Context: an optimization exercise on an open-source flow, tuned for small area, a short achievable clock period and few clock cycles. The choices shown serve that exercise and are no tape-out recipe.
Where RTL was checked, it was by simulation tests only, not by an equivalence proof against the original.
No functional check of the RTL was part of runs 6 to 8.
The clock cells of runs 7 to 9 come from the design's own scripts or RTL, not from TritonCTS.
The clock port is modelled as an ideal driver, which makes a skipped or thinned clock tree look cheaper than it is; a real chip needs a root buffer or a tree.
Power figures rest on the tool's default switching activity, not on a simulated workload.

<file path="flow/run.sh">
#!/bin/bash
# synth_recipe.tcl (not shown) runs the flow's synth.tcl, then flattens the netlist and writes it again
# the make line also repeats each setting of config.mk as NAME=value (left out here)
make -C /OpenROAD-flow-scripts/flow DESIGN_CONFIG=/design/flow/config.mk WORK_HOME=/design/flow/orfs CLKGATE_MAP_FILE= SYNTH_SCRIPT=/design/flow/synth_recipe.tcl finish
</file>
<file path="flow/config.mk">
export PLATFORM = sky130hd
export DESIGN_NAME = LZ77_Encoder
export DESIGN_NICKNAME = LZ77_Encoder
export VERILOG_FILES = /design/flow/design.v
export SDC_FILE = /design/flow/constraint.sdc
export NUM_CORES = 8
export LEC_CHECK = 0
export CAP_MARGIN = 20
export CORE_MARGIN = 2
export CORE_UTILIZATION = 50
export PLACE_DENSITY = 0.6
export SLEW_MARGIN = 20
</file>
<file path="flow/constraint.sdc">
create_clock -name core_clock -period 10.0 [get_ports {clk}]
set_input_delay 2.0000 -clock core_clock [delete_from_list [all_inputs] [get_ports {clk}]]
set_output_delay 2.0000 -clock core_clock [all_outputs]
set_load 0.01 [all_outputs]
</file>
<file path="flow/design.v">
module LZ77_Encoder(clk,reset,chardata,valid,encode,finish,offset,match_len,char_nxt);
input               clk;
input               reset;
input       [7:0]   chardata;
output  reg         valid;
output              encode;
output  reg         finish;
output  reg [3:0]   offset;
output  reg [2:0]   match_len;
output      [7:0]   char_nxt;
reg  [7:0] hist [0:9];
reg  [9:0] hv;
reg  [8:0] mask;
reg  [2:0] k;
integer j;
assign encode   = 1'b1;
assign char_nxt = hist[1];
wire [8:0] eq;
genvar g;
generate
    for (g = 1; g <= 9; g = g + 1) begin : cmp
        assign eq[g-1] = hv[g] & (hist[0] == hist[g]);
    end
endgenerate
wire [8:0] nm   = mask & eq;
wire       emit = hv[0] & ~finish & ((nm == 9'd0) | (k == 3'd7));
reg  [3:0] best;
always @(*) begin
    best = 4'd0;
    for (j = 0; j < 9; j = j + 1)
        if (mask[j]) best = j;
end
always @(posedge clk) begin
    hist[0] <= chardata;
    for (j = 1; j <= 9; j = j + 1)
        hist[j] <= hist[j-1];
    match_len <= k;
    offset    <= (k == 3'd0) ? 4'd0 : best;
end
always @(posedge clk or posedge reset) begin
    if (reset) begin
        hv     <= 10'd0;
        mask   <= 9'h1ff;
        k      <= 3'd0;
        valid  <= 1'b0;
        finish <= 1'b0;
    end else begin
        hv    <= {hv[8:0], 1'b1};
        valid <= emit;
        if (emit) begin
            mask <= 9'h1ff;
            k    <= 3'd0;
            if (hist[0] == 8'h24) finish <= 1'b1;
        end else if (hv[0]) begin
            mask <= nm;
            k    <= k + 3'd1;
        end
    end
end
endmodule
</file>
==> results of run 1 <==
[how the worst min path moves through the flow]
stage	endpoint	depth (start not counted)	startpoint
2_1_floorplan	hist[3][0]	0	hist[2][0]
3_3_place_gp	hist[3][5]	0	hist[2][5]
3_5_place_dp	hist[6][5]	0	hist[5][5]
4_1_cts	hist[8][7]	0	hist[7][7]
5_1_grt	hist[4][3]	0	hist[3][3]
6_report	hist[7][1]	0	hist[6][1]
[metrics by stage]
step,power (uW),area (um2),setup WS (ns),instances
6_report,808,4330,6.61,431
5_1_grt,847,4330,6.55,431
4_1_cts,818,4330,6.61,431
3_5_place_dp,575,4150,6.84,415
3_3_place_gp,574,4150,6.83,415
2_1_floorplan,554,3870,7.55,299
[per-layer routing]
layer  global-route usage (%)  vias up
met2                     27.2       37
met4                     4.85        0
met3                     4.27        7
li1                         -     1072
met5                        0        -
met1                     21.3     1031
[layout by cell type, fill, tap and decap left out, types with 2 or more instances in the layout]
master and count:
a21oi_1 2, a31o_1 3, clkbuf_8 9, clkdlybuf4s50_1 26, clkinvlp_4 2, conb_1 2
dfrtp_1 15, dfstp_2 9, dfxtp_1 87, ha_1 3, inv_1 5, inv_6 2
nand2b_1 9, nand3_1 21, nand4_1 9, nor2_1 5, nor3_1 3, nor3_2 7
nor4b_1 2, o21ai_0 2, o221a_1 9, o22a_1 9, xnor2_1 71
[power by group]
| part | switching (uW) | internal [uW] |
|---|---|---|
| combinational | 25.3 | 39.5 |
| sequential | 26.3 | 473 |
| clock | 149 | 94.8 |
| total | 201 | 607 |
[final cells by class]
cell class / count / share of cell area, %
Multi-Input combinational cell: 171 / 32.0
Inverter: 5 / 0.434
Tap cell: 102 / 2.95
Sequential cell: 111 / 54.4
Clock inverter: 6 / 1.21
Timing Repair Buffer: 26 / 6.02
Clock buffer: 10 / 2.95
[sequential cells by signal (all words and copies together), names as in the netlist]
register / count
match_len: 3
k: 3
hist: 80
hv: 10
valid: 1
offset: 4
mask: 9
finish: 1
[logic make-up after synthesis]
logic type | synth area share (%)
mux | 0.259
xor+xnor | 16.5
simple gates | 10.4
flops | 60.8
buf+inv | 3.49
fa+ha+maj | 0.970
other cells | 0.0969
compound gates | 7.50
==> run summary, run 1 <==
Core Rows: 32
Clk sinks: 111
I/O Buffers: 26
1st-pass router iterations: 4
Setup TNS: 0 ns
Tightest Pin Transition: 0.919 ns
CTS root buf: clkbuf_8
Crit path depth: 1
Crit Reg-Reg Startpoint: hist[0][3]
Critical path buffers and inverters: 1
CTS Buf Count: 9
Max Fclk: 295 MHz
Number of routed nets with antenna violations: 0
CP Capture Type: output pin
Die Y: 92.0 um
Flop2flop setup slack: 7.83 ns
Nets@finish: 337
Yosys warning count: 2
Min Tclk post-route: 3.39 ns
Max Cap Viol: 0
Slew Limit Fails: 0
Top sig layer: met4
FFs w/ async S/R, synth: 21.6%
Die ar.: 0.00846 mm2
Final setup fails: 0
Postcts setup bufs: 0
Clk_skew: 0.0115 ns
Largest net degree at the start of global routing: 25
Setup CP Type: flop to output pin
Most common cell in the synthesized netlist: dfxtp_1
Cell Pwr Density: 187 mW/mm2
Layout Utilization: 56.9%
H-tree levels: 3
Hold_ws: 0.363 ns
DRC errors left: 0
Post-synthesis cell type count: 36
Part of the cycle the worst path needs: 33.9%
RSZ-0062 raised after global routing: no
Critical path's slowest cell: clkdlybuf4s50_1
Met2 wire len: 2.92 mm
DR vias: 2147
Cell Chain, Critical Path: clkdlybuf4s50_1
Area of the multi-input gates: 0.00139 mm2
Number of synthesized flops with an enable pin: 0
Worst Reg-to-Reg Cells: 6
First-pass GRT wire length: 10.7 mm
Worst setup SP type: flop
Main synth FF type: dfxtp_1
Reg2reg end: k[2]
Remaining global-route overflow: 0
Total Routing Usage GR: 16.4%
Via-to-Cell Ratio: 4.98
Reg clk slew, reported paths: 0.10 ns
Post-Syn Instances: 298
Peak supply drop: 0.0000959 V
WL met3: 232 um
End of the critical path: finish
Req. time, crit path: 8.00 ns
DP Wirelength: 4.54 mm
WL/cell: 14.3 um
FF/Latch Area: 0.00235 mm2
Filler Cell Count: 634
Syn-to-layout area delta: 11.8%
Post-synthesis sequential area ratio: 60.8%
Initial Util: 50.9%
Number of synthesized register bits: 111
Post-Syn Area: 0.00387 mm2
Routed WL: 6.15 mm
Core area: 0.00761 mm2
Area leader, netlist: dfxtp_1
Synth top area cells: dfxtp_1 (45%), xnor2_1 (16%), dfrtp_1 (9.7%)
Syn Area/Cell: 13.0 um2
Initial antenna violation count: 0
Final Hold Viols: 0
Die W: 92.0 um
Max Buffers Root-to-Sink: 2
Share of cells above drive strength 1: 10.9%
Vias in the first global route: 2262
Hold buffer count at cts: 0
Top cell type's share of synthesized area: 45.0%
Metal-1 WL: 2.92 mm
Leakage power: 0.00158 uW
Worst-skew pair later-pin latency: 0.36 ns
Outcome: finished clean
Slew HR: 38.7%
Critical Path Fanout Max: 6
Initial drt markers: 128
Arrival time at the worst endpoint: 1.39 ns
PostCTS Resize Cnt: 0
Slowest stage delay, CP: 0.57 ns
Worst hold path class: flop to flop
Routability cong.: 0.743
CTS tree: done
Top Family by Delay on Critical Path: buffers and inverters
IO Count: 28
Commonest cells post-synth: dfxtp_1 (87), xnor2_1 (71), nand3_1 (21), dfrtp_1 (15)
Antenna cells: 0
CP Launch Point: finish
Testbench counts, summed over its fixed seeds: cycles 49,224.
==> run 2: changes to the inputs <==
==> flow/flow/run.sh (new file) <==
#!/bin/bash
# Standard ORFS layout with small, fast port buffers and a tighter setup repair target.
set -euo pipefail
KNOBS=$(cat flow/knobs.txt)
eval bash standard.sh $KNOBS finish > standard_flow.log 2>&1
==> flow/flow/knobs.txt (new file) <==
BUFFER_PORTS_ARGS='-buffer_cell sky130_fd_sc_hd__buf_2' MATCH_CELL_FOOTPRINT=0 SETUP_SLACK_MARGIN=7.2
==> flow/standard.sh (new file) <==
#!/bin/bash
# synth_recipe.tcl (not shown) runs the flow's synth.tcl, then flattens the netlist and writes it again
# the make line also repeats each setting of config.mk as NAME=value (left out here)
make -C /OpenROAD-flow-scripts/flow DESIGN_CONFIG=/design/flow/config.mk WORK_HOME=/design/flow/orfs CLKGATE_MAP_FILE= SYNTH_SCRIPT=/design/flow/synth_recipe.tcl "${@:-finish}"
removed: flow/run.sh
==> run 2 against run 1 <==
Net effect:
- highest routed layer unchanged
- clock skew is 0.0013 ns higher
- sequential power hardly changed
- critical path depth stayed put
- still clean
- critical endpoint unchanged
- global-route usage is 0.42 points lower
- utilization is 0.33 points higher
- synthesized cell count stayed put
==> run summary, run 2 <==
Synth top area cells: dfxtp_1 (45%), xnor2_1 (16%), dfrtp_1 (9.7%)
Via-to-Cell Ratio: 4.84
Worst-skew pair later-pin latency: 0.36 ns
Net Sw Frac: 24.4%
Core area: 0.00761 mm2
Largest register FFs: 80
Xor and xnor area share after synthesis: 16.5%
Initial drt markers: 92
Critical path buffers and inverters: 1
Switching power: 198 uW
WL/cell: 14.4 um
Cell Area, Placed: 0.00402 mm2
Post-synthesis cell type count: 36
Logic pwr share: 8.2%
Initial Util: 50.9%
Int Power: 612 uW
Min Tclk post-route: 2.90 ns
Filler Cell Count: 679
Nets@finish: 347
Met2 global-route usage: 25.1%
H-tree levels: 3
Crit Reg-Reg Startpoint: hist[0][3]
Post-Syn Instances: 298
Finished Cell Area: 0.00435 mm2
Setup CP Type: flop to output pin
Tightest Pin Transition: 0.894 ns
CTS Buf Count: 9
Synth Area in Simple Gates: 10.4%
Die Y: 92.0 um
Critical Path Fanout Max: 2
First-pass GRT wire length: 10.3 mm
Req. time, crit path: 8.00 ns
Post-Syn Area: 0.00387 mm2
Setup TNS: 0 ns
Worst hold path class: flop to flop
Peak supply drop: 0.000113 V
CP Capture Type: output pin
Die W: 92.0 um
RSZ-0062 raised after global routing: yes
Top Family by Delay on Critical Path: flip-flops
Vias in the first global route: 2082
Hold path start: hist[4][4]
IO Count: 28
Clock Power Share: 30.1%
Slowest stage delay, CP: 0.42 ns
Leakage power: 0.00167 uW
Commonest cells post-synth: dfxtp_1 (87), xnor2_1 (71), nand3_1 (21), dfrtp_1 (15)
Initial antenna violation count: 0
Cell Chain, Critical Path: buf_6
Commonest non-fill, non-tap cell in the layout: dfxtp_1
I/O Buffers: 26
Routed WL: 6.31 mm
GR Util met1: 21.6%
Reg clk slew, reported paths: 0.10 ns
Top cell type's share of synthesized area: 45.0%
Syn Area/Cell: 13.0 um2
Core Rows: 32
Number of routed nets with antenna violations: 0
Post-synthesis mux area share: 0.259%
Arrival time at the worst endpoint: 0.90 ns
Post-synthesis sequential area ratio: 60.8%
Post-synthesis adder-cell area fraction: 0.970%
Total Routing Usage GR: 16.0%
Clk sinks: 111
Biggest register: hist
Die ar.: 0.00846 mm2
DRC errors left: 0
Sequential share of power: 61.7%
Main synth FF type: dfxtp_1
Hold buffer count at cts: 0
Most common cell in the synthesized netlist: dfxtp_1
Part of the cycle the worst path needs: 29.0%
Clk_skew: 0.0128 ns
Max Cap Viol: 0
Max Fclk: 345 MHz
CTS root buf: clkbuf_8
Antenna cells: 0
DP Wirelength: 4.48 mm
Max Buffers Root-to-Sink: 2
Worst setup SP type: flop
DR vias: 2131
1st-pass router iterations: 4
Busiest grt layer: met2
Final setup fails: 0
Routability cong.: 0.718
Commonest non-fill, non-tap cells in the layout: dfxtp_1 (77), xnor2_1 (71), nand3_1 (21)
Final Hold Viols: 0
Slew HR: 40.4%
Largest regs: hist x80, hv x10, mask x9
Area leader, netlist: dfxtp_1
Share of cells above drive strength 1: 24.6%
Number of synthesized flops with an enable pin: 0
Number of synthesized register bits: 111
Outcome: finished clean
CTS tree: done
Critical path's slowest cell: dfrtp_2
Remaining global-route overflow: 0
Yosys warning count: 2
CP Launch Point: finish
FFs w/ async S/R, synth: 21.6%
Slew Limit Fails: 0
Syn-to-layout area delta: 12.4%
Synth Area in Compound Gates: 7.50%
Met3 usage: 3.62%
Cell Pwr Density: 186 mW/mm2
Largest family of logic cells by synthesized area: XOR/XNOR gates
Largest net degree at the start of global routing: 25
run 2: what timing repair did:
item / in CTS / in global routing
setup endpoints to repair: 17 / 17
buffers inserted: 8 / 2
resized for setup: 20 / 2
pin swaps: 0 / 0
run 2: layout make-up:
cell class / instances / area, um2 / share of cell area [%]
inverters: 5 / 18.8 / 0.431
flip-flops and latches: 111 / 2370 / 54.4
repair buffers: 36 / 274 / 6.30
multi-input cells: 171 / 1390 / 31.9
well taps: 102 / 128 / 2.93
clock buffers: 10 / 138 / 3.16
clock inverters: 5 / 40.0 / 0.920
run 2: worst paths after layout:
| path | end | slack, ns | cells past startpoint |
|---|---|---|---|
| max | finish | 7.10 | 1 |
| min reg2reg | hist[5][4] | 0.36 | 0 |
| min | hist[5][4] | 0.36 | 0 |
| max reg2reg | k[2] | 7.86 | 6 |
| min in group asynchronous | hv[9] | 1.82 | 2 |
| max in group asynchronous | finish | 7.58 | 2 |
run 2: kinds of logic after synthesis:
| logic type | count (synthesis) |
|---|---|
| buf+inv | 17 |
| flops | 111 |
| other cells | 1 |
| xor+xnor | 72 |
| mux | 1 |
| simple gates | 62 |
| fa+ha+maj | 3 |
| compound gates | 31 |
run 2: metrics by stage:
stage / instances / hold WS, ns / power (uW) / util [%] / worst slack [ns]
after global placement: 415 / 0.354 / 568 / 52.8 / 7.15
after CTS: 438 / 0.357 / 816 / 56.9 / 7.08
after floorplan: 299 / 0.350 / 554 / - / 7.55
final: 440 / 0.357 / 810 / 57.2 / 7.10
after detailed placement: 415 / 0.356 / 570 / 52.8 / 7.13
after global routing: 440 / 0.363 / 846 / 57.2 / 7.06
run 2: metal layers:
layer	vias to the layer above	share of wire, %
met4	0	1.1
met2	28	48
met5	-	0
li1	1097	-
met1	1000	48
met3	6	3.1
run 2: power groups by stage:
stage / Combinational, uW / Clock [uW] / Sequential (uW)
6_report: 66.3 / 244 / 500
5_1_grt: 73.8 / 268 / 504
4_1_cts: 66.4 / 250 / 500
3_5_place_dp: 60.0 / 0 / 510
3_3_place_gp: 59.1 / 0 / 509
2_1_floorplan: 55.9 / 0 / 498
==> run 3: changes to the inputs <==
--- a/flow/config.mk
+++ b/flow/config.mk
@@ -10,2 +10,5 @@
 export CORE_UTILIZATION = 50
+export CTS_BUF_LIST = sky130_fd_sc_hd__clkbuf_16
+export CTS_CLUSTER_DIAMETER = 500
+export CTS_CLUSTER_SIZE = 100
 export PLACE_DENSITY = 0.6
==> run 3 against run 2 <==
Net effect:
- non-clock buffer count fell by 1
- critical path depth did not move
- largest cell class unchanged
- highest routed layer unchanged
- worst setup slack improved by 0.031 ns
- critical endpoint unchanged
- wire length rose by 0.36%
- critical path type unchanged
==> run summary, run 3 <==
Max Cap Viol: 0
Crit Reg-Reg Startpoint: hist[0][3]
Setup TNS: 0 ns
Worst-skew pair later-pin latency: 0.34 ns
Slew Limit Fails: 0
CP Launch Point: finish
Clk_skew: 0.00795 ns
Cell Pwr Density: 201 mW/mm2
First-pass GRT wire length: 10.3 mm
Die W: 92.0 um
Routability cong.: 0.718
Commonest non-fill, non-tap cell in the layout: dfxtp_1
Number of synthesized register bits: 111
Cell Area, Placed: 0.00402 mm2
IO Count: 28
Biggest register: hist
Worst hold path class: flop to flop
Core area: 0.00761 mm2
Core Rows: 32
Critical Path Fanout Max: 2
Slew HR: 40.2%
I/O Buffers: 26
RSZ-0062 raised after global routing: yes
Finished Cell Area: 0.00444 mm2
Min Tclk post-route: 2.87 ns
CTS tree: done
CTS root buf: clkbuf_16
Critical path buffers and inverters: 1
Post-Syn Area: 0.00387 mm2
Die ar.: 0.00846 mm2
Die Y: 92.0 um
Syn Area/Cell: 13.0 um2
Cell Chain, Critical Path: buf_6
DRC errors left: 0
DR vias: 2139
Initial Util: 50.9%
Total Routing Usage GR: 16.2%
Number of routed nets with antenna violations: 0
Hold buffer count at cts: 0
Via-to-Cell Ratio: 4.87
CTS Buf Count: 9
Most common cell in the synthesized netlist: dfxtp_1
Commonest cells post-synth: dfxtp_1 (87), xnor2_1 (71), nand3_1 (21), dfrtp_1 (15)
Syn-to-layout area delta: 14.6%
Arrival time at the worst endpoint: 0.87 ns
Area leader, netlist: dfxtp_1
Worst setup SP type: flop
GR Util met1: 21.4%
H-tree levels: 3
Max Fclk: 348 MHz
Share of cells above drive strength 1: 24.0%
Top Family by Delay on Critical Path: flip-flops
Vias in the first global route: 2067
DP Wirelength: 4.48 mm
WL/cell: 14.4 um
Filler Cell Count: 661
Largest regs: hist x80, hv x10, mask x9
Antenna cells: 0
Setup CP Type: flop to output pin
FF/Latch Area: 0.00237 mm2
Req. time, crit path: 8.00 ns
Leakage power: 0.00171 uW
Largest net degree at the start of global routing: 25
Layout Utilization: 58.3%
Busiest grt layer: met2
Initial antenna violation count: 0
Post-Syn Instances: 298
Met2 global-route usage: 25.2%
Peak supply drop: 0.000120 V
Routed WL: 6.34 mm
Slowest stage delay, CP: 0.41 ns
Top cell type's share of synthesized area: 45.0%
Tightest Pin Transition: 0.896 ns
Main synth FF type: dfxtp_1
Final Hold Viols: 0
Reg clk slew, reported paths: 0.07 ns
Remaining global-route overflow: 0
Post-synthesis cell type count: 36
Part of the cycle the worst path needs: 28.7%
Largest register FFs: 80
Hold path start: hist[4][1]
Synth top area cells: dfxtp_1 (45%), xnor2_1 (16%), dfrtp_1 (9.7%)
Critical path's slowest cell: dfrtp_2
Clk sinks: 111
Commonest non-fill, non-tap cells in the layout: dfxtp_1 (77), xnor2_1 (71), nand3_1 (21)
Post-synthesis sequential area ratio: 60.8%
Yosys warning count: 2
Nets@finish: 346
1st-pass router iterations: 4
Met3 usage: 3.62%
FFs w/ async S/R, synth: 21.6%
CP Capture Type: output pin
Area of the multi-input gates: 0.00139 mm2
Outcome: finished clean
Final setup fails: 0
Max Buffers Root-to-Sink: 2
Initial drt markers: 105
Number of synthesized flops with an enable pin: 0
run 3: cell count changes in the layout (fill, tap and decap cells not counted), sizes merged:
cell    delta
clkbuf     -1
clkinv     +1
buf        -1
run 3: cell families after synthesis:
kind of cell    share of synthesized area, %
compound gates                          7.50
xor+xnor                                16.5
fa+ha+maj                              0.970
buf+inv                                 3.49
flops                                   60.8
mux                                    0.259
other cells                           0.0969
simple gates                            10.4
run 3: layer usage:
metal / vias to the layer above / wire [um]
li1: 1088 / -
met1: 1000 / 2920
met2: 39 / 3070
met3: 12 / 214
met4: 0 / 130
met5: - / 0
run 3: path summary, 6_finish.rpt:
kind                       slack [ns]         end  depth (start not counted)
max in group asynchronous        7.54      finish                          2
max reg2reg                      7.83        k[2]                          6
min in group asynchronous        1.85       hv[9]                          2
max                              7.13      finish                          1
min reg2reg                      0.36  hist[5][1]                          0
min                              0.36  hist[5][1]                          0
run 3: through the flow:
stage | worst slack, ns | power (uW) | hold WS (ns) | instances
2_1_floorplan | 7.55 | 554 | 0.350 | 299
3_3_place_gp | 7.15 | 568 | 0.354 | 415
3_5_place_dp | 7.13 | 570 | 0.356 | 415
4_1_cts | 7.11 | 896 | 0.360 | 438
5_1_grt | 7.09 | 928 | 0.365 | 439
6_report | 7.13 | 890 | 0.358 | 439
run 3: cell type report:
cell class,instances,share of cell area [%]
well taps,102,2.88
clock buffers,9,5.08
clock inverters,6,0.987
repair buffers,35,6.01
inverters,5,0.423
flip-flops and latches,111,53.4
multi-input cells,171,31.3
run 3: repair_timing:
| item | in CTS | in global routing |
|---|---|---|
| cloned | 0 | 0 |
| gates resized for setup | 15 | 7 |
| buffers inserted | 8 | 1 |
| setup endpoints to repair | 11 | 14 |
| pin swaps | 0 | 0 |
run 3: where the power goes:
part / internal [uW] / switching [uW] / leakage (uW)
Clock: 169 / 155 / 0.000134
Sequential: 474 / 26.2 / 0.00101
Combinational: 39.8 / 26.5 / 0.000562
Total: 682 / 207 / 0.00171
==> run 4: changes to the inputs <==
--- a/flow/config.mk
+++ b/flow/config.mk
@@ -10,5 +10,5 @@
 export CORE_UTILIZATION = 50
-export CTS_BUF_LIST = sky130_fd_sc_hd__clkbuf_16
-export CTS_CLUSTER_DIAMETER = 500
-export CTS_CLUSTER_SIZE = 100
+export CTS_BUF_LIST = sky130_fd_sc_hd__clkbuf_8 sky130_fd_sc_hd__clkbuf_16
+export CTS_CLUSTER_DIAMETER = 200
+export CTS_CLUSTER_SIZE = 60
 export PLACE_DENSITY = 0.6
==> run 4 against run 3 <==
Net effect:
- worst setup slack got worse by 0.031 ns
- global-route usage fell by 0.16 points
- highest routed layer unchanged
- synthesized area did not move
- largest cell class unchanged
- utilization fell by 1.1 points
- clock skew rose by 0.0048 ns
- non-clock buffer count rose by 1
==> run summary, run 4 <==
Commonest non-fill, non-tap cell in the layout: dfxtp_1
Leakage power: 0.00167 uW
Peak supply drop: 0.000113 V
Routability cong.: 0.718
Top Family by Delay on Critical Path: flip-flops
Largest regs: hist x80, hv x10, mask x9
Critical Path Fanout Max: 2
Most common cell in the synthesized netlist: dfxtp_1
CP Capture Type: output pin
Post-synthesis mux area share: 0.259%
Synth top area cells: dfxtp_1 (45%), xnor2_1 (16%), dfrtp_1 (9.7%)
Largest family of logic cells by synthesized area: XOR/XNOR gates
Worst setup SP type: flop
Number of synthesized register bits: 111
Nets@finish: 347
WHS Endpoint: hist[5][4]
Syn-to-layout area delta: 12.4%
Post-Syn Instances: 298
Setup TNS: 0 ns
Logic pwr share: 8.2%
Vias in the first global route: 2082
Synth Area in Compound Gates: 7.50%
Cell Chain, Critical Path: buf_6
Remaining global-route overflow: 0
Synth Area in Simple Gates: 10.4%
Share of cells above drive strength 1: 24.6%
Sequential share of power: 61.7%
Critical path's slowest cell: dfrtp_2
Slew Limit Fails: 0
Syn Area/Cell: 13.0 um2
Slowest stage delay, CP: 0.42 ns
Post-synthesis adder-cell area fraction: 0.970%
1st-pass router iterations: 4
Crit Reg-Reg Startpoint: hist[0][3]
Worst hold path cell count: 0
Number of routed nets with antenna violations: 0
Max Fclk: 345 MHz
Arrival time at the worst endpoint: 0.90 ns
Clock Power Share: 30.1%
Worst hold path class: flop to flop
Hold path start: hist[4][4]
Outcome: finished clean
Commonest cells post-synth: dfxtp_1 (87), xnor2_1 (71), nand3_1 (21), dfrtp_1 (15)
Via-to-Cell Ratio: 4.84
H-tree levels: 3
CTS Buf Count: 9
Worst Reg-to-Reg Cells: 6
Worst-skew pair later-pin latency: 0.36 ns
Switching power: 198 uW
Req. time, crit path: 8.00 ns
Main synth FF type: dfxtp_1
DR vias: 2131
Cell Pwr Density: 186 mW/mm2
Reg2reg end: k[2]
Hold buffer count at cts: 0
Number of synthesized flops with an enable pin: 0
Initial drt markers: 92
First-pass GRT wire length: 10.3 mm
Routed WL: 6.31 mm
Commonest non-fill, non-tap cells in the layout: dfxtp_1 (77), xnor2_1 (71), nand3_1 (21)
Max Buffers Root-to-Sink: 2
Total Routing Usage GR: 16.0%
I/O Buffers: 26
Post-synthesis sequential area ratio: 60.8%
Final setup fails: 0
Die W: 92.0 um
Xor and xnor area share after synthesis: 16.5%
Post-synthesis cell type count: 36
Tightest Pin Transition: 0.894 ns
Int Power: 612 uW
Max Cap Viol: 0
Hold_ws: 0.357 ns
Largest net degree at the start of global routing: 25
Antenna cells: 0
CP Launch Point: finish
DP Wirelength: 4.48 mm
Part of the cycle the worst path needs: 29.0%
Die ar.: 0.00846 mm2
FFs w/ async S/R, synth: 21.6%
Die Y: 92.0 um
Biggest register: hist
CTS root buf: clkbuf_8
Area leader, netlist: dfxtp_1
DRC errors left: 0
WL/cell: 14.4 um
Clk sinks: 111
CTS tree: done
Critical path buffers and inverters: 1
Min Tclk post-route: 2.90 ns
Top cell type's share of synthesized area: 45.0%
Initial Util: 50.9%
Final Hold Viols: 0
Post-Syn Area: 0.00387 mm2
Core area: 0.00761 mm2
Slew HR: 40.4%
Yosys warning count: 2
Reg clk slew, reported paths: 0.10 ns
Largest register FFs: 80
Initial antenna violation count: 0
RSZ-0062 raised after global routing: yes
Net Sw Frac: 24.4%
Clk_skew: 0.0128 ns
Setup CP Type: flop to output pin
Core Rows: 32
IO Count: 28
Flop2flop setup slack: 7.86 ns
run 4: changes by cell type in the layout (fill, tap and decap cells not counted), sizes merged:
cell	delta
buf	+1
clkbuf	+1
clkinv	-1
run 4: how the worst max path moves through the flow:
| stage | endpoint | slack, ns | depth (start not counted) |
|---|---|---|---|
| after floorplan | finish | 7.55 | 1 |
| after global routing | finish | 7.06 | 1 |
| after global placement | hv[0] | 7.15 | 2 |
| final | finish | 7.10 | 1 |
| after CTS | finish | 7.08 | 1 |
| after detailed placement | finish | 7.13 | 2 |
run 4: final cells by class:
class,count,area (um2)
Fill cell,679,3260
Sequential cell,111,2370
Multi-Input combinational cell,171,1390
Timing Repair Buffer,36,274
Clock buffer,10,138
Tap cell,102,128
Clock inverter,5,40.0
Inverter,5,18.8
run 4: power groups by stage:
stage | logic (uW) | registers (uW) | clock network [uW]
3_5_place_dp | 60.0 | 510 | 0
4_1_cts | 66.4 | 500 | 250
3_3_place_gp | 59.1 | 509 | 0
2_1_floorplan | 55.9 | 498 | 0
5_1_grt | 73.8 | 504 | 268
6_report | 66.3 | 500 | 244
run 4: routing by layer:
metal  global-route usage, %  routed length [um]
met3                    3.62                 198
met1                    21.6                3010
met4                    6.59                  72
met2                    25.1                3030
met5                       0                   0
run 4: timing repair:
item / 4_1_cts / 5_1_grt
endpoints found under the setup margin: 17 / 17
gates resized for setup: 20 / 2
buffers inserted: 8 / 2
run 4: cells by family (layout without fill, tap and decap cells):
logic type / after synthesis / count (layout)
xor+xnor: 72 / 72
other cells: 1 / 2
buf+inv: 17 / 56
compound gates: 31 / 31
mux: 1 / 1
fa+ha+maj: 3 / 3
flops: 111 / 111
simple gates: 62 / 62
run 4: metrics by stage:
stage / setup slack (ns) / cell area, um2 / cells / total power, uW / util, %
after floorplan: 7.55 / 3870 / 299 / 554 / -
after global placement: 7.15 / 4020 / 415 / 568 / 52.8
after detailed placement: 7.13 / 4020 / 415 / 570 / 52.8
after CTS: 7.08 / 4330 / 438 / 816 / 56.9
after global routing: 7.06 / 4350 / 440 / 846 / 57.2
final: 7.10 / 4350 / 440 / 810 / 57.2
==> run 5: changes to the inputs <==
==> flow/flow/knobs.txt (replaced) <==
BUFFER_PORTS_ARGS='-buffer_cell sky130_fd_sc_hd__buf_2' MATCH_CELL_FOOTPRINT=0 SETUP_SLACK_MARGIN=7.2 CTS_ARGS='-sink_clustering_enable -repair_clock_nets -buf_list sky130_fd_sc_hd__clkbuf_16 -root_buf sky130_fd_sc_hd__clkbuf_16 -sink_clustering_size 150 -sink_clustering_max_diameter 500 -sink_clustering_levels 0'
--- a/flow/config.mk
+++ b/flow/config.mk
@@ -10,5 +10,2 @@
 export CORE_UTILIZATION = 50
-export CTS_BUF_LIST = sky130_fd_sc_hd__clkbuf_8 sky130_fd_sc_hd__clkbuf_16
-export CTS_CLUSTER_DIAMETER = 200
-export CTS_CLUSTER_SIZE = 60
 export PLACE_DENSITY = 0.6
==> run 5 against run 4 <==
Net effect:
- global-route usage rose by 0.16 points
- wire length rose by 0.36%
- cell count fell by 0.23%
- largest cell class unchanged
- register-to-register slack got worse by 0.03 ns
- first-iteration DRC count rose by 14%
- utilization rose by 1.1 points
- combinational power barely moved
- still clean
- clock power rose by 33%
- critical path depth did not move
- critical endpoint unchanged
==> run summary, run 5 <==
Outcome: finished clean
Synth top area cells: dfxtp_1 (45%), xnor2_1 (16%), dfrtp_1 (9.7%)
Main synth FF type: dfxtp_1
Slowest stage delay, CP: 0.41 ns
Req. time, crit path: 8.00 ns
Initial drt markers: 105
RSZ-0062 raised after global routing: yes
1st-pass router iterations: 4
Syn Area/Cell: 13.0 um2
Share of cells above drive strength 1: 24.0%
Critical path buffers and inverters: 1
Post-synthesis sequential area ratio: 60.8%
Final Hold Viols: 0
WL/cell: 14.4 um
Setup CP Type: flop to output pin
Initial antenna violation count: 0
Core area: 0.00761 mm2
Worst hold path class: flop to flop
Syn-to-layout area delta: 14.6%
Die ar.: 0.00846 mm2
Reg clk slew, reported paths: 0.07 ns
Top Family by Delay on Critical Path: flip-flops
Commonest non-fill, non-tap cells in the layout: dfxtp_1 (77), xnor2_1 (71), nand3_1 (21)
Max Buffers Root-to-Sink: 2
Area leader, netlist: dfxtp_1
Commonest cells post-synth: dfxtp_1 (87), xnor2_1 (71), nand3_1 (21), dfrtp_1 (15)
Clk sinks: 111
Max Cap Viol: 0
Number of synthesized flops with an enable pin: 0
Number of routed nets with antenna violations: 0
Cell Pwr Density: 201 mW/mm2
Cell Chain, Critical Path: buf_6
Commonest non-fill, non-tap cell in the layout: dfxtp_1
Max Fclk: 348 MHz
Min Tclk post-route: 2.87 ns
Slew HR: 40.2%
Clk_skew: 0.00795 ns
Setup TNS: 0 ns
IO Count: 28
Number of synthesized register bits: 111
Largest net degree at the start of global routing: 25
Total Routing Usage GR: 16.2%
Slew Limit Fails: 0
Post-Syn Area: 0.00387 mm2
Largest register FFs: 80
Cell Area, Placed: 0.00402 mm2
Routed WL: 6.34 mm
Post-synthesis cell type count: 36
Worst-skew pair later-pin latency: 0.34 ns
I/O Buffers: 26
Critical Path Fanout Max: 2
Hold buffer count at cts: 0
Antenna cells: 0
Core Rows: 32
Top cell type's share of synthesized area: 45.0%
Final setup fails: 0
Biggest register: hist
CTS tree: done
DP Wirelength: 4.48 mm
DR vias: 2139
Routability cong.: 0.718
Vias in the first global route: 2067
Post-Syn Instances: 298
Worst setup SP type: flop
CTS root buf: clkbuf_16
Nets@finish: 346
Arrival time at the worst endpoint: 0.87 ns
Part of the cycle the worst path needs: 28.7%
Initial Util: 50.9%
Yosys warning count: 2
Most common cell in the synthesized netlist: dfxtp_1
Die W: 92.0 um
DRC errors left: 0
Die Y: 92.0 um
H-tree levels: 3
CTS Buf Count: 9
Largest regs: hist x80, hv x10, mask x9
Leakage power: 0.00171 uW
Critical path's slowest cell: dfrtp_2
Tightest Pin Transition: 0.896 ns
CP Capture Type: output pin
Peak supply drop: 0.000120 V
Via-to-Cell Ratio: 4.87
First-pass GRT wire length: 10.3 mm
Remaining global-route overflow: 0
FFs w/ async S/R, synth: 21.6%
Finished Cell Area: 0.00444 mm2
run 5: layout make-up:
cell class	instances	area, um2
clock buffers	9	225
fillers	661	3170
inverters	5	18.8
multi-input cells	171	1390
clock inverters	6	43.8
well taps	102	128
repair buffers	35	267
flip-flops and latches	111	2370
run 5: cell families after synthesis:
| family | synth area share [%] |
|---|---|
| multiplexers | 0.259 |
| AO/OA/AOI/OAI | 7.50 |
| other | 0.0969 |
| buffers and inverters | 3.49 |
| flip-flops | 60.8 |
| AND/OR/NAND/NOR | 10.4 |
| XOR/XNOR | 16.5 |
| adder cells (fa/ha/maj) | 0.970 |
run 5: routing by layer:
layer	share of wire (%)	routed length (um)	GRT usage (%)	vias up
met1	46	2920	21.4	1000
li1	-	-	-	1088
met4	2.1	130	7.71	0
met3	3.4	214	3.62	12
met2	48	3070	25.2	39
met5	0	0	0	-
run 5: timing repair:
| action | 4_1_cts | 5_1_grt |
|---|---|---|
| gates resized for setup | 15 | 7 |
| setup endpoints to repair | 11 | 14 |
| endpoints found under the hold margin | 0 | 0 |
| setup buffers | 8 | 1 |
run 5: where the power goes:
group | switching [uW] | internal (uW) | leakage, uW
clock | 155 | 169 | 0.000134
sequential | 26.2 | 474 | 0.00101
combinational | 26.5 | 39.8 | 0.000562
total | 207 | 682 | 0.00171
run 5: stage by stage:
stage | worst slack (ns) | total power, uW | utilization (%) | hold WS, ns | instances
2_1_floorplan | 7.55 | 554 | - | 0.350 | 299
3_3_place_gp | 7.15 | 568 | 52.8 | 0.354 | 415
3_5_place_dp | 7.13 | 570 | 52.8 | 0.356 | 415
4_1_cts | 7.11 | 896 | 57.7 | 0.360 | 438
5_1_grt | 7.09 | 928 | 58.3 | 0.365 | 439
6_report | 7.13 | 890 | 58.3 | 0.358 | 439
run 5: final timing paths:
| check | start | to | slack (ns) | cells after the start |
|---|---|---|---|---|
| min | hist[4][1] | hist[5][1] | 0.36 | 0 |
| min reg2reg | hist[4][1] | hist[5][1] | 0.36 | 0 |
| max reg2reg | hist[0][3] | k[2] | 7.83 | 6 |
| min in group asynchronous | reset | hv[9] | 1.85 | 2 |
| max in group asynchronous | reset | finish | 7.54 | 2 |
| max | finish | finish | 7.13 | 1 |
==> run 6: changes to the inputs <==
--- a/flow/design.v
+++ b/flow/design.v
@@ -11,3 +11,3 @@
 reg  [7:0] hist [0:9];
-reg  [9:0] hv;
+reg  [3:0] age;
 reg  [8:0] mask;
@@ -21,3 +21,3 @@
     for (g = 1; g <= 9; g = g + 1) begin : cmp
-        assign eq[g-1] = hv[g] & (hist[0] == hist[g]);
+        assign eq[g-1] = (age > g) & (hist[0] == hist[g]);
     end
@@ -25,3 +25,5 @@
 wire [8:0] nm   = mask & eq;
-wire       emit = hv[0] & ~finish & ((nm == 9'd0) | (k == 3'd7));
+wire       emit = (nm == 9'd0) | (k == 3'd7);
+wire       live = (age != 4'd0);
+wire       last = live & (hist[0] == 8'h24);
 reg  [3:0] best;
@@ -38,2 +40,4 @@
     offset    <= (k == 3'd0) ? 4'd0 : best;
+    valid     <= ~reset & live & emit & ~finish;
+    finish    <= ~reset & (finish | last);
 end
@@ -41,10 +45,7 @@
     if (reset) begin
-        hv     <= 10'd0;
-        mask   <= 9'h1ff;
-        k      <= 3'd0;
-        valid  <= 1'b0;
-        finish <= 1'b0;
+        age  <= 4'd0;
+        mask <= 9'h1ff;
+        k    <= 3'd0;
     end else begin
-        hv    <= {hv[8:0], 1'b1};
-        valid <= emit;
+        if (age != 4'd10) age <= age + 4'd1;
         if (emit) begin
@@ -52,4 +53,3 @@
             k    <= 3'd0;
-            if (hist[0] == 8'h24) finish <= 1'b1;
-        end else if (hv[0]) begin
+        end else begin
             mask <= nm;
==> flow/flow/run.sh (replaced) <==
#!/bin/bash
# Standard ORFS layout, except: small fast port buffers, a tighter setup repair
# target, and a hand-built one-level clock tree (flow/manual_cts.tcl) in place of TritonCTS.
set -euo pipefail
KNOBS=$(cat flow/knobs.txt)
eval bash standard.sh $KNOBS PRE_CTS_TCL=$PWD/flow/manual_cts.tcl finish > standard_flow.log 2>&1
==> flow/flow/knobs.txt (replaced) <==
BUFFER_PORTS_ARGS='-buffer_cell sky130_fd_sc_hd__buf_2' MATCH_CELL_FOOTPRINT=0 SETUP_SLACK_MARGIN=7.6 MCTS_NBUF=4 MCTS_BUF=sky130_fd_sc_hd__clkbuf_16
==> flow/flow/manual_cts.tcl (new file) <==
set nbuf $::env(MCTS_NBUF)
set bufm $::env(MCTS_BUF)
set block [ord::get_db_block]
set db [ord::get_db]
set master [$db findMaster $bufm]
set clknet [$block findNet clk]
set sinks [$clknet getITerms]
puts "manual_cts: [llength $sinks] clock sinks, $nbuf x $bufm"

set pts {}
foreach it $sinks {
  set bb [[$it getInst] getBBox]
  lappend pts [list [expr {([$bb xMin] + [$bb xMax]) / 2}] [expr {([$bb yMin] + [$bb yMax]) / 2}]]
}

proc mcts_cmp {axis a b} {
  global mcts_pts
  return [expr {[lindex $mcts_pts $a $axis] - [lindex $mcts_pts $b $axis]}]
}

proc mcts_bisect {ids levels} {
  global mcts_pts
  if {$levels == 0} { return [list $ids] }
  set xs [lsort -integer [lmap i $ids {lindex $mcts_pts $i 0}]]
  set ys [lsort -integer [lmap i $ids {lindex $mcts_pts $i 1}]]
  set axis [expr {([lindex $xs end] - [lindex $xs 0]) >= ([lindex $ys end] - [lindex $ys 0]) ? 0 : 1}]
  set sorted [lsort -command [list mcts_cmp $axis] $ids]
  set h [expr {[llength $sorted] / 2}]
  return [concat [mcts_bisect [lrange $sorted 0 [expr {$h - 1}]] [expr {$levels - 1}]] \
                 [mcts_bisect [lrange $sorted $h end] [expr {$levels - 1}]]]
}

set mcts_pts $pts
set ids {}
for {set i 0} {$i < [llength $pts]} {incr i} { lappend ids $i }
set levels [expr {int(round(log($nbuf) / log(2)))}]
set groups [mcts_bisect $ids $levels]

set c 0
foreach grp $groups {
  set inst [odb::dbInst_create $block $master "mcts_buf_$c"]
  set net [odb::dbNet_create $block "mcts_clk_$c"]
  $net setSigType CLOCK
  [$inst findITerm A] connect $clknet
  [$inst findITerm X] connect $net
  set sx 0; set sy 0
  foreach i $grp {
    set it [lindex $sinks $i]
    $it disconnect
    $it connect $net
    incr sx [lindex $pts $i 0]; incr sy [lindex $pts $i 1]
  }
  set k [llength $grp]
  set x [expr {$sx / $k - [$master getWidth] / 2}]
  set y [expr {$sy / $k - [$master getHeight] / 2}]
  $inst setLocation $x $y
  $inst setPlacementStatus PLACED
  puts "manual_cts: buffer $c at ($x, $y) drives $k sinks"
  incr c
}
$clknet setSigType CLOCK

# TritonCTS is not run.
rename clock_tree_synthesis orig_clock_tree_synthesis
proc clock_tree_synthesis {args} { puts "manual_cts: TritonCTS skipped" }
==> run 6 against run 5 <==
Net effect:
- synthesized area fell by 7.6%
- the flow now stops in 4_1_cts
- synthesized cell count fell by 3.7%
==> run summary, run 6 <==
Die Y: 88.6 um
Post-synthesis mux area share: 0.594%
Outcome: aborted with a tool error
Top cell type's share of synthesized area: 49.8%
Number of synthesized register bits: 105
Pre-CTS setup slack: 7.34 ns
Cell Area, Placed: 0.00371 mm2
Main synth FF type: dfxtp_1
Routability cong.: 0.773
Yosys warning count: 2
Initial Util: 52.1%
Post-synthesis adder-cell area fraction: 2.80%
Syn Area/Cell: 12.5 um2
Die W: 88.6 um
Synth Area in Compound Gates: 2.94%
Core Rows: 30
Commonest cells post-synth: dfxtp_1 (89), xnor2_1 (59), xor2_1 (15), nand4_1 (11), nand2_1 (10)
Synth Area in Simple Gates: 10.1%
Most common cell in the synthesized netlist: dfxtp_1
Number of synthesized flops with an enable pin: 0
Error msg: Error: cts.tcl, 6 can't read "mcts_pts": no such variable
Post-synthesis sequential area ratio: 61.3%
Synth top area cells: dfxtp_1 (50%), xnor2_1 (14%), dfstp_2 (6.6%)
Post-Syn Instances: 287
DP Wirelength: 4.43 mm
Largest family of logic cells by synthesized area: XOR/XNOR gates
FFs w/ async S/R, synth: 15.2%
IO Count: 28
Post-Syn Area: 0.00358 mm2
Post-synthesis cell type count: 39
Area leader, netlist: dfxtp_1
Xor and xnor area share after synthesis: 18.1%
I/O Buffers: 26
Stopped at: 4_1_cts
## run 6: cell count changes after synthesis, sizes merged, moves of 4 or more
cell    change
dfrtp       -8
ha          +5
nand2       +9
nand2b      -5
nand3      -15
nor3        -5
o221a       -9
o22a        -9
or4         +4
xnor2      -13
xor2       +15
## run 6: worst max path at each step
stage,depth (start not counted),startpoint,endpoint
after global placement,2,reset,k[0]
after floorplan,0,hist[1][0],char_nxt[0]
after detailed placement,8,age[0],k[1]
## run 6: cell families after synthesis
logic type	after synthesis
DFF	105
xor gates and xnor gates	74
and+or+nand+nor	63
buffers and inverters	20
AOI/OAI and AO/OA	14
adders and majority gates	8
muxes	2
other	1
## run 6: power by group through the flow
stage / Sequential [uW] / Combinational, uW / Clock [uW]
after detailed placement: 470 / 43.1 / 0
after global placement: 469 / 42.5 / 0
after floorplan: 462 / 40.7 / 0
## run 6: through the flow
stage / cells / power (uW)
3_5_place_dp: 397 / 513
3_3_place_gp: 397 / 512
2_1_floorplan: 287 / 503
==> run 7: changes to the inputs <==
--- a/flow/flow/manual_cts.tcl
+++ b/flow/flow/manual_cts.tcl
@@ -32,3 +32,3 @@
 
-set mcts_pts $pts
+set ::mcts_pts $pts
 set ids {}
==> run 7 against run 6 <==
Net effect:
- the run now finishes clean
- synthesized cell count is the same
- synthesized area is the same
==> run summary, run 7 <==
Outcome: finished clean
DP Wirelength: 4.43 mm
Commonest non-fill, non-tap cells in the layout: dfxtp_1 (71), xnor2_1 (59), dfxtp_2 (17)
Largest register FFs: 80
IO Count: 28
Antenna cells: 0
1st-pass router iterations: 5
Top cell type's share of synthesized area: 49.8%
Arrival time at the worst endpoint: 0.63 ns
Peak supply drop: 0.000143 V
DRC errors left: 0
Routed WL: 5.99 mm
Core area: 0.00687 mm2
Syn Area/Cell: 12.5 um2
Worst setup SP type: flop
Leakage power: 0.00160 uW
Most common cell in the synthesized netlist: dfxtp_1
Setup TNS: 0 ns
CP Capture Type: output pin
Biggest register: hist
Number of synthesized register bits: 105
Flop2flop setup slack: 7.71 ns
Largest net degree at the start of global routing: 28
Remaining global-route overflow: 0
Initial Util: 52.1%
Cell Chain, Critical Path: buf_6
Req. time, crit path: 8.00 ns
Die Y: 88.6 um
Commonest non-fill, non-tap cell in the layout: dfxtp_1
Routability cong.: 0.773
Finished Cell Area: 0.00406 mm2
Worst hold path class: flop to flop
Max Cap Viol: 0
Die W: 88.6 um
WL/cell: 14.5 um
Slew Limit Fails: 0
Number of routed nets with antenna violations: 0
Cell Area, Placed: 0.00371 mm2
RSZ-0062 raised after global routing: yes
Top Family by Delay on Critical Path: flip-flops
Clk_skew: 0.00880 ns
Initial antenna violation count: 0
Worst-skew pair later-pin latency: 0.16 ns
I/O Buffers: 26
Min Tclk post-route: 2.63 ns
Post-Syn Instances: 287
Setup CP Type: flop to output pin
Final setup fails: 0
Die ar.: 0.00785 mm2
Post-synthesis cell type count: 39
Part of the cycle the worst path needs: 26.3%
Vias in the first global route: 2065
Via-to-Cell Ratio: 4.83
Slowest stage delay, CP: 0.36 ns
Share of cells above drive strength 1: 26.1%
Critical path buffers and inverters: 1
Number of synthesized flops with an enable pin: 0
Post-synthesis sequential area ratio: 61.3%
FFs w/ async S/R, synth: 15.2%
Commonest cells post-synth: dfxtp_1 (89), xnor2_1 (59), xor2_1 (15), nand4_1 (11), nand2_1 (10)
Cell Pwr Density: 168 mW/mm2
Core Rows: 30
Synth top area cells: dfxtp_1 (50%), xnor2_1 (14%), dfstp_2 (6.6%)
DR vias: 2000
Largest regs: hist x80, mask x9
Critical path's slowest cell: dfxtp_2
Pre-CTS setup slack: 7.34 ns
Hold buffer count at cts: 0
Syn-to-layout area delta: 13.5%
Area leader, netlist: dfxtp_1
Worst setup margin: 7.37 ns
First-pass GRT wire length: 9.95 mm
Post-Syn Area: 0.00358 mm2
Final Hold Viols: 0
Initial drt markers: 54
Nets@finish: 338
Reg clk slew, reported paths: 0.10 ns
Yosys warning count: 2
Total Routing Usage GR: 16.2%
Main synth FF type: dfxtp_1
Critical Path Fanout Max: 3
Max Fclk: 381 MHz
-- run 7: cell counts after synthesis --
Identical to the previous run, type by type.
-- run 7: area by class of cell --
cell class / count / area (um2)
tap: 96 / 120
timing repair buffer: 39 / 304
multi-input combinational: 162 / 1280
fill: 613 / 2810
inverter: 8 / 33.8
sequential: 105 / 2220
buffer: 4 / 100
-- run 7: worst paths after layout --
path                            start          end  cells past startpoint
max                        hist[1][7]  char_nxt[7]                      1
min                        hist[4][2]   hist[5][2]                      0
max reg2reg                    age[1]        valid                      9
min reg2reg                hist[4][2]   hist[5][2]                      0
max in group asynchronous       reset      mask[2]                      2
min in group asynchronous       reset         k[1]                      2
-- run 7: report_power, final --
| part | total, uW | internal, uW | switching (uW) |
|---|---|---|---|
| Sequential | 461 | 442 | 19.1 |
| Combinational | 49.7 | 29.8 | 19.9 |
| Clock | 173 | 73.6 | 99.8 |
-- run 7: logic make-up (layout without fill, tap and decap cells) --
logic type	count (synthesis)	in the layout	share of synthesized area [%]
AOI/OAI and AO/OA	14	14	2.94
xor gates and xnor gates	74	74	18.1
adders and majority gates	8	8	2.80
buffers and inverters	20	51	4.06
DFF	105	105	61.3
muxes	2	2	0.594
other	1	1	0.105
and+or+nand+nor	63	63	10.1
-- run 7: stage by stage --
stage / util [%] / power (uW) / instances / hold slack [ns]
finish: 59.1 / 684 / 414 / 0.360
detailed placement: 54.1 / 513 / 397 / 0.354
floorplan: - / 503 / 287 / 0.332
global route: 59.1 / 711 / 414 / 0.372
global placement: 54.1 / 512 / 397 / 0.352
CTS: 57.9 / 656 / 410 / 0.354
-- run 7: what timing repair did --
item                       4_1_cts  5_1_grt
resized for setup               25       20
pin swaps                        2        1
gates cloned                     0        0
setup buffers                    9        4
setup endpoints to repair       40       29
-- run 7: per-layer routing --
layer  part of all wire (%)  vias to the layer above  track usage, %
met1                     46                      955            21.3
met3                    4.2                        5            1.49
met5                      0                        -               0
li1                       -                     1002               -
met4                   0.82                        0           0.964
met2                     49                       38            30.3
==> run 8: changes to the inputs <==
==> flow/flow/knobs.txt (replaced) <==
BUFFER_PORTS_ARGS='-buffer_cell sky130_fd_sc_hd__buf_2' MATCH_CELL_FOOTPRINT=0 SETUP_SLACK_MARGIN=7.3 MCTS_NBUF=4 MCTS_BUF=sky130_fd_sc_hd__clkbuf_16
==> run 8 against run 7 <==
Net effect:
- critical path depth did not move
- critical path type unchanged
- hold slack improved by 0.0016 ns
- register-to-register slack got worse by 0.27 ns
- critical endpoint is now char_nxt[5]
- total power fell by 1.0%
- first-iteration DRC count rose by 56%
- design area fell by 5.1%
- fmax fell by 1.2%
- worst setup slack got worse by 0.031 ns
- still clean on timing, DRC and antenna
==> run summary, run 8 <==
Cell Chain, Critical Path: buf_2
I/O Buffers: 26
Top cell type's share of synthesized area: 49.8%
Worst setup SP type: flop
Vias in the first global route: 1998
DR vias: 1933
DP Wirelength: 4.43 mm
Share of cells above drive strength 1: 17.6%
Number of routed nets with antenna violations: 0
Largest net degree at the start of global routing: 28
Tightest Pin Transition: 0.605 ns
Die Y: 88.6 um
Nets@finish: 326
Slew Limit Fails: 0
CP Capture Type: output pin
Worst hold path class: flop to flop
Synth top area cells: dfxtp_1 (50%), xnor2_1 (14%), dfstp_2 (6.6%)
Final setup fails: 0
Number of synthesized register bits: 105
IO Count: 28
Reg clk slew, reported paths: 0.09 ns
Setup TNS: 0 ns
Critical path's slowest cell: dfxtp_2
Busiest grt layer: met2
Syn-to-layout area delta: 7.69%
RSZ-0062 raised after global routing: no
Worst-skew pair later-pin latency: 0.16 ns
Commonest non-fill, non-tap cells in the layout: dfxtp_1 (80), xnor2_1 (59), buf_2 (26)
WHS Endpoint: hist[5][2]
Setup CP Type: flop to output pin
Crit Reg-Reg Startpoint: age[0]
Number of synthesized flops with an enable pin: 0
First-pass GRT wire length: 9.63 mm
Post-Syn Instances: 287
Main synth FF type: dfxtp_1
Total Routing Usage GR: 15.7%
Critical Path Fanout Max: 3
Commonest non-fill, non-tap cell in the layout: dfxtp_1
Slew HR: 59.6%
Reg2reg end: k[1]
Post-synthesis sequential area ratio: 61.3%
Most common cell in the synthesized netlist: dfxtp_1
Min Tclk post-route: 2.66 ns
Initial Util: 52.1%
Yosys warning count: 2
Remaining global-route overflow: 0
Biggest register: hist
Largest regs: hist x80, mask x9
Cell Area, Placed: 0.00371 mm2
Finished Cell Area: 0.00385 mm2
Die W: 88.6 um
Clk_skew: 0.00860 ns
1st-pass router iterations: 4
GR Util met1: 21.3%
Worst Reg-to-Reg Cells: 9
Outcome: finished clean
Flop2flop setup slack: 7.44 ns
Via-to-Cell Ratio: 4.81
Area leader, netlist: dfxtp_1
Filler Cell Count: 633
Slowest stage delay, CP: 0.37 ns
Hold buffer count at cts: 0
Worst hold path cell count: 0
Antenna cells: 0
Routed WL: 5.75 mm
Max Fclk: 377 MHz
FFs w/ async S/R, synth: 15.2%
Final Hold Viols: 0
Core Rows: 30
Arrival time at the worst endpoint: 0.66 ns
DRC errors left: 0
WL/cell: 14.3 um
Total power: 677 uW
Part of the cycle the worst path needs: 26.6%
Initial antenna violation count: 0
Leakage power: 0.00151 uW
Peak supply drop: 0.000139 V
Syn Area/Cell: 12.5 um2
Top Family by Delay on Critical Path: flip-flops
Initial drt markers: 84
Met2 global-route usage: 28.7%
Hold path start: hist[4][2]
Core area: 0.00687 mm2
Met3 usage: 1.31%
Post-synthesis cell type count: 39
Max Cap Viol: 0
Cell Pwr Density: 176 mW/mm2
Critical path buffers and inverters: 1
Die ar.: 0.00785 mm2
Commonest cells post-synth: dfxtp_1 (89), xnor2_1 (59), xor2_1 (15), nand4_1 (11), nand2_1 (10)
Largest register FFs: 80
Post-Syn Area: 0.00358 mm2
Req. time, crit path: 8.00 ns
Routability cong.: 0.773
-- run 8: cell counts after synthesis --
No cell type changed its count.
-- run 8: how the worst max path moves through the flow --
| stage | startpoint | to | cells after the start |
|---|---|---|---|
| floorplan | hist[1][0] | char_nxt[0] | 0 |
| detailed placement | age[0] | k[1] | 8 |
| global route | age[0] | k[1] | 9 |
| global placement | reset | k[0] | 2 |
| CTS | age[0] | k[1] | 8 |
| finish | hist[1][5] | char_nxt[5] | 1 |
-- run 8: cell type report --
cell class / count / area [um2] / area share, %
multi-input combinational: 162 / 1250 / 32.4
buffer: 4 / 100 / 2.60
timing repair buffer: 27 / 150 / 3.90
tap: 96 / 120 / 3.12
inverter: 8 / 30.0 / 0.779
sequential: 105 / 2200 / 57.2
-- run 8: power by group --
group / switching [uW] / internal [uW]
clock: 99.3 / 73.6
combinational: 18.3 / 25.2
sequential: 19.1 / 441
-- run 8: through the flow --
step	util [%]	worst slack [ns]	instances	hold WS (ns)
final	56.1	7.34	402	0.362
after global routing	56.1	7.30	402	0.372
after CTS	55.5	7.33	401	0.354
after detailed placement	54.1	7.34	397	0.354
after global placement	54.1	7.49	397	0.352
after floorplan	-	7.63	287	0.332
-- run 8: logic make-up (layout without fill, tap and decap cells) --
| logic type | Yosys count | in the layout | synth area share [%] |
|---|---|---|---|
| DFF | 105 | 105 | 61.3 |
| other | 1 | 1 | 0.105 |
| xor gates and xnor gates | 74 | 74 | 18.1 |
| buffers and inverters | 20 | 39 | 4.06 |
| AOI/OAI and AO/OA | 14 | 14 | 2.94 |
| adders and majority gates | 8 | 8 | 2.80 |
| and+or+nand+nor | 63 | 63 | 10.1 |
| muxes | 2 | 2 | 0.594 |
-- run 8: timing repair --
| action | 4_1_cts | 5_1_grt |
|---|---|---|
| gates resized for setup | 0 | 10 |
| setup endpoints to repair | 0 | 21 |
| buffers inserted | 0 | 1 |
-- run 8: metal layers --
metal  vias to the layer above  routed length (um)
li1                        979                   -
met1                       914                2700
met2                        35                2760
met3                         5                 236
met4                         0                  49
met5                         -                   0
==> run 9: changes to the inputs <==
--- a/flow/design.v
+++ b/flow/design.v
@@ -12,3 +12,3 @@
 reg  [3:0] age;
-reg  [8:0] mask;
+reg  [8:0] dead;
 reg  [2:0] k;
@@ -17,2 +17,17 @@
 assign char_nxt = hist[1];
+reg  [8:0] hv;
+always @(*) begin
+    case (age)
+        4'd0, 4'd1: hv = 9'b000000000;
+        4'd2:       hv = 9'b000000001;
+        4'd3:       hv = 9'b000000011;
+        4'd4:       hv = 9'b000000111;
+        4'd5:       hv = 9'b000001111;
+        4'd6:       hv = 9'b000011111;
+        4'd7:       hv = 9'b000111111;
+        4'd8:       hv = 9'b001111111;
+        4'd9:       hv = 9'b011111111;
+        default:    hv = 9'b111111111;
+    endcase
+end
 wire [8:0] eq;
@@ -21,6 +36,6 @@
     for (g = 1; g <= 9; g = g + 1) begin : cmp
-        assign eq[g-1] = (age > g) & (hist[0] == hist[g]);
+        assign eq[g-1] = hv[g-1] & (hist[0] == hist[g]);
     end
 endgenerate
-wire [8:0] nm   = mask & eq;
+wire [8:0] nm   = ~dead & eq;
 wire       emit = (nm == 9'd0) | (k == 3'd7);
@@ -32,4 +47,8 @@
     for (j = 0; j < 9; j = j + 1)
-        if (mask[j]) best = j;
+        if (!dead[j]) best = j;
 end
+wire [2:0] k_inc = {k[2] ^ (k[1] & k[0]), k[1] ^ k[0], ~k[0]};
+wire [3:0] age_inc = (age == 4'd10) ? age :
+                     {age[3] ^ (age[2] & age[1] & age[0]), age[2] ^ (age[1] & age[0]),
+                      age[1] ^ age[0], ~age[0]};
 always @(posedge clk) begin
@@ -46,12 +65,12 @@
         age  <= 4'd0;
-        mask <= 9'h1ff;
+        dead <= 9'd0;
         k    <= 3'd0;
     end else begin
-        if (age != 4'd10) age <= age + 4'd1;
+        age <= age_inc;
         if (emit) begin
-            mask <= 9'h1ff;
+            dead <= 9'd0;
             k    <= 3'd0;
         end else begin
-            mask <= nm;
-            k    <= k + 3'd1;
+            dead <= ~nm;
+            k    <= k_inc;
         end
==> flow/flow/knobs.txt (replaced) <==
BUFFER_PORTS_ARGS='-buffer_cell sky130_fd_sc_hd__buf_2' MATCH_CELL_FOOTPRINT=0 SETUP_SLACK_MARGIN=7.6 MCTS_NBUF=4 MCTS_BUF=sky130_fd_sc_hd__clkbuf_16
==> run 9 against run 8 <==
Net effect:
- still clean on timing, DRC and antenna
- sequential power about the same
- critical path depth unchanged
- die area increased by 0.60%
- register-to-register slack improved by 0.30 ns
- synthesized area increased by 0.63%
- largest cell class unchanged
- highest routed layer unchanged
==> run summary, run 9 <==
Outcome: finished clean
Core Rows: 30
Arrival time at the worst endpoint: 0.62 ns
Max Fclk: 382 MHz
Top Family by Delay on Critical Path: flip-flops
Tightest Pin Transition: 0.635 ns
Finished Cell Area: 0.00404 mm2
Via-to-Cell Ratio: 4.80
Crit Reg-Reg Startpoint: hist[0][3]
Top cell type's share of synthesized area: 49.5%
Routed WL: 6.14 mm
Commonest cells post-synth: dfxtp_1 (89), xor2_1 (44), xnor2_1 (30), dfrtp_1 (16), inv_1 (15)
Final Hold Viols: 0
WL/cell: 14.5 um
Cell Chain, Critical Path: buf_6
Flop2flop setup slack: 7.74 ns
I/O Buffers: 26
FFs w/ async S/R, synth: 15.2%
Largest net degree at the start of global routing: 28
Clk_skew: 0.0126 ns
Hold buffer count at cts: 0
Req. time, crit path: 8.00 ns
Die Y: 88.9 um
RSZ-0062 raised after global routing: yes
Syn Area/Cell: 12.2 um2
Number of synthesized register bits: 105
Biggest register: hist
Hold path start: hist[4][0]
Post-synthesis sequential area ratio: 60.6%
Antenna cells: 0
CP Launch Point: hist[1][1]
Worst hold path class: flop to flop
Die ar.: 0.00790 mm2
Leakage power: 0.00171 uW
Main synth FF type: dfxtp_1
Routability cong.: 0.801
Yosys warning count: 2
Total power: 683 uW
1st-pass router iterations: 4
Post-synthesis cell type count: 33
DRC errors left: 0
Synth top area cells: dfxtp_1 (49%), dfrtp_1 (11%), xor2_1 (11%)
End of the critical path: char_nxt[1]
Worst Reg-to-Reg Cells: 7
Vias in the first global route: 1972
Number of synthesized flops with an enable pin: 0
First-pass GRT wire length: 9.69 mm
Core area: 0.00687 mm2
Most common cell in the synthesized netlist: dfxtp_1
Post-Syn Area: 0.00360 mm2
Worst setup margin: 7.38 ns
Final setup fails: 0
Initial drt markers: 59
Setup CP Type: flop to output pin
Critical Path Fanout Max: 2
Post-Syn Instances: 295
Nets@finish: 348
Cell Pwr Density: 169 mW/mm2
Total Routing Usage GR: 15.9%
Die W: 88.9 um
Commonest non-fill, non-tap cell in the layout: dfxtp_1
Syn-to-layout area delta: 12.1%
Largest register FFs: 80
Slew HR: 57.6%
Critical path buffers and inverters: 1
Cell Area, Placed: 0.00375 mm2
Largest regs: hist x80, dead x9
CP Capture Type: output pin
DP Wirelength: 4.51 mm
Area leader, netlist: dfxtp_1
Peak supply drop: 0.000138 V
Pre-CTS setup slack: 7.44 ns
Number of routed nets with antenna violations: 0
Initial Util: 52.4%
Part of the cycle the worst path needs: 26.2%
Setup TNS: 0 ns
Share of cells above drive strength 1: 17.7%
Slew Limit Fails: 0
Reg2reg end: valid
Slowest stage delay, CP: 0.36 ns
Worst-skew pair later-pin latency: 0.16 ns
Min Tclk post-route: 2.62 ns
Reg clk slew, reported paths: 0.10 ns
Worst setup SP type: flop
Initial antenna violation count: 0
Commonest non-fill, non-tap cells in the layout: dfxtp_1 (79), xor2_1 (44), xnor2_1 (30)
IO Count: 28
Max Cap Viol: 0
Critical path's slowest cell: dfxtp_2
Remaining global-route overflow: 0
DR vias: 2035
Crit path depth: 1
==> run 9: changes by cell type after synthesis, moves of 4 or more <==
cell,before,now
nor3_1,5,12
inv_1,8,15
nand2b_1,4,0
nand4_1,11,6
xor2_1,15,44
nor2b_1,0,6
dfrtp_1,7,16
xnor2_1,59,30
dfstp_2,9,0
==> run 9: cell type report <==
class                           count  area [um2]
Buffer                              4         100
Fill cell                         582        2830
Inverter                           15        60.1
Multi-Input combinational cell    165        1260
Sequential cell                   105        2190
Tap cell                           96         120
Timing Repair Buffer               39         297
==> run 9: routing by layer <==
| metal | vias up | GRT usage [%] | part of all wire [%] |
|---|---|---|---|
| met1 | 970 | 21.2 | 47 |
| met3 | 9 | 1.03 | 2.7 |
| met5 | - | 0 | 0 |
| li1 | 1023 | - | - |
| met2 | 33 | 29.0 | 48 |
| met4 | 0 | 2.20 | 2.0 |
==> run 9: kinds of logic (layout without fill, tap and decap cells) <==
kind of cell             count (synthesis)  in the layout  synth area share (%)
buffers and inverters                   25             58                  4.31
XOR/XNOR                                74             74                  18.0
AND/OR/NAND/NOR                         66             66                  10.8
other                                    1              1                 0.104
flip-flops                             105            105                  60.6
AO/OA/AOI/OAI                           16             16                  3.41
adder cells (fa/ha/maj)                  8              8                  2.78
==> run 9: repair_timing <==
item | in CTS | in global routing
pin swaps | 2 | 1
gates resized for setup | 21 | 2
setup endpoints to repair | 28 | 27
cloned | 0 | 0
setup buffers | 9 | 4
==> run 9: power by group <==
group | internal (uW) | total, uW | switching [uW]
Combinational | 27.2 | 48.0 | 20.8
Clock | 73.7 | 176 | 102
Sequential | 440 | 459 | 19.5
==> run 9: worst min path at each step <==
stage | end | cells after the start
2_1_floorplan | hist[1][5] | 0
3_3_place_gp | hist[7][2] | 0
3_5_place_dp | hist[3][5] | 0
4_1_cts | hist[3][5] | 0
5_1_grt | hist[9][0] | 0
6_report | hist[5][0] | 0
==> run 9: stage by stage <==
stage,std cells,hold WS [ns],util [%]
floorplan,295,0.332,-
global placement,407,0.352,54.6
detailed placement,407,0.353,54.6
CTS,420,0.353,58.2
global route,424,0.370,58.7
finish,424,0.356,58.7
Testbench counts of run 9, summed over its fixed seeds: cycles 49,224.

==> static timing again, ports no longer ideal <==
Ports are ideal in the flow. The routed layouts listed here were re-timed in OpenROAD. Step 1: set_driving_cell puts a clkbuf_16 on clk and a buf_2 on each other input, an assumption about the parent block. Step 2 times the ports against the registers' clock, not the clock port: input delays grow and output delays shrink by t, the midpoint of the rising clock arrivals with the driver on. Slacks: no drivers / after step 1 / after step 2; pairs: no drivers / after step 1.
run | shift t [ns] | setup slack, ns | worst setup path after step 2
run 1 | 0.385 | 6.614 / 6.583 / 6.912 | input, reset recovery
run 2 | 0.387 | 7.099 / 7.069 / 7.201 | input, reset recovery
run 3 | 0.369 | 7.130 / 7.097 / 7.189 | input, reset recovery
run 4 | 0.387 | 7.099 / 7.069 / 7.201 | input, reset recovery
run 5 | 0.369 | 7.130 / 7.097 / 7.189 | input, reset recovery
run 7 | 0.230 | 7.375 / 7.300 / 7.530 | register to output
run 8 | 0.230 | 7.344 / 7.269 / 7.444 | register to register
run 9 | 0.235 | 7.381 / 7.301 / 7.537 | register to output
After both steps setup and hold are still met in every run listed. The worst setup slack also covers recovery checks on asynchronous resets.
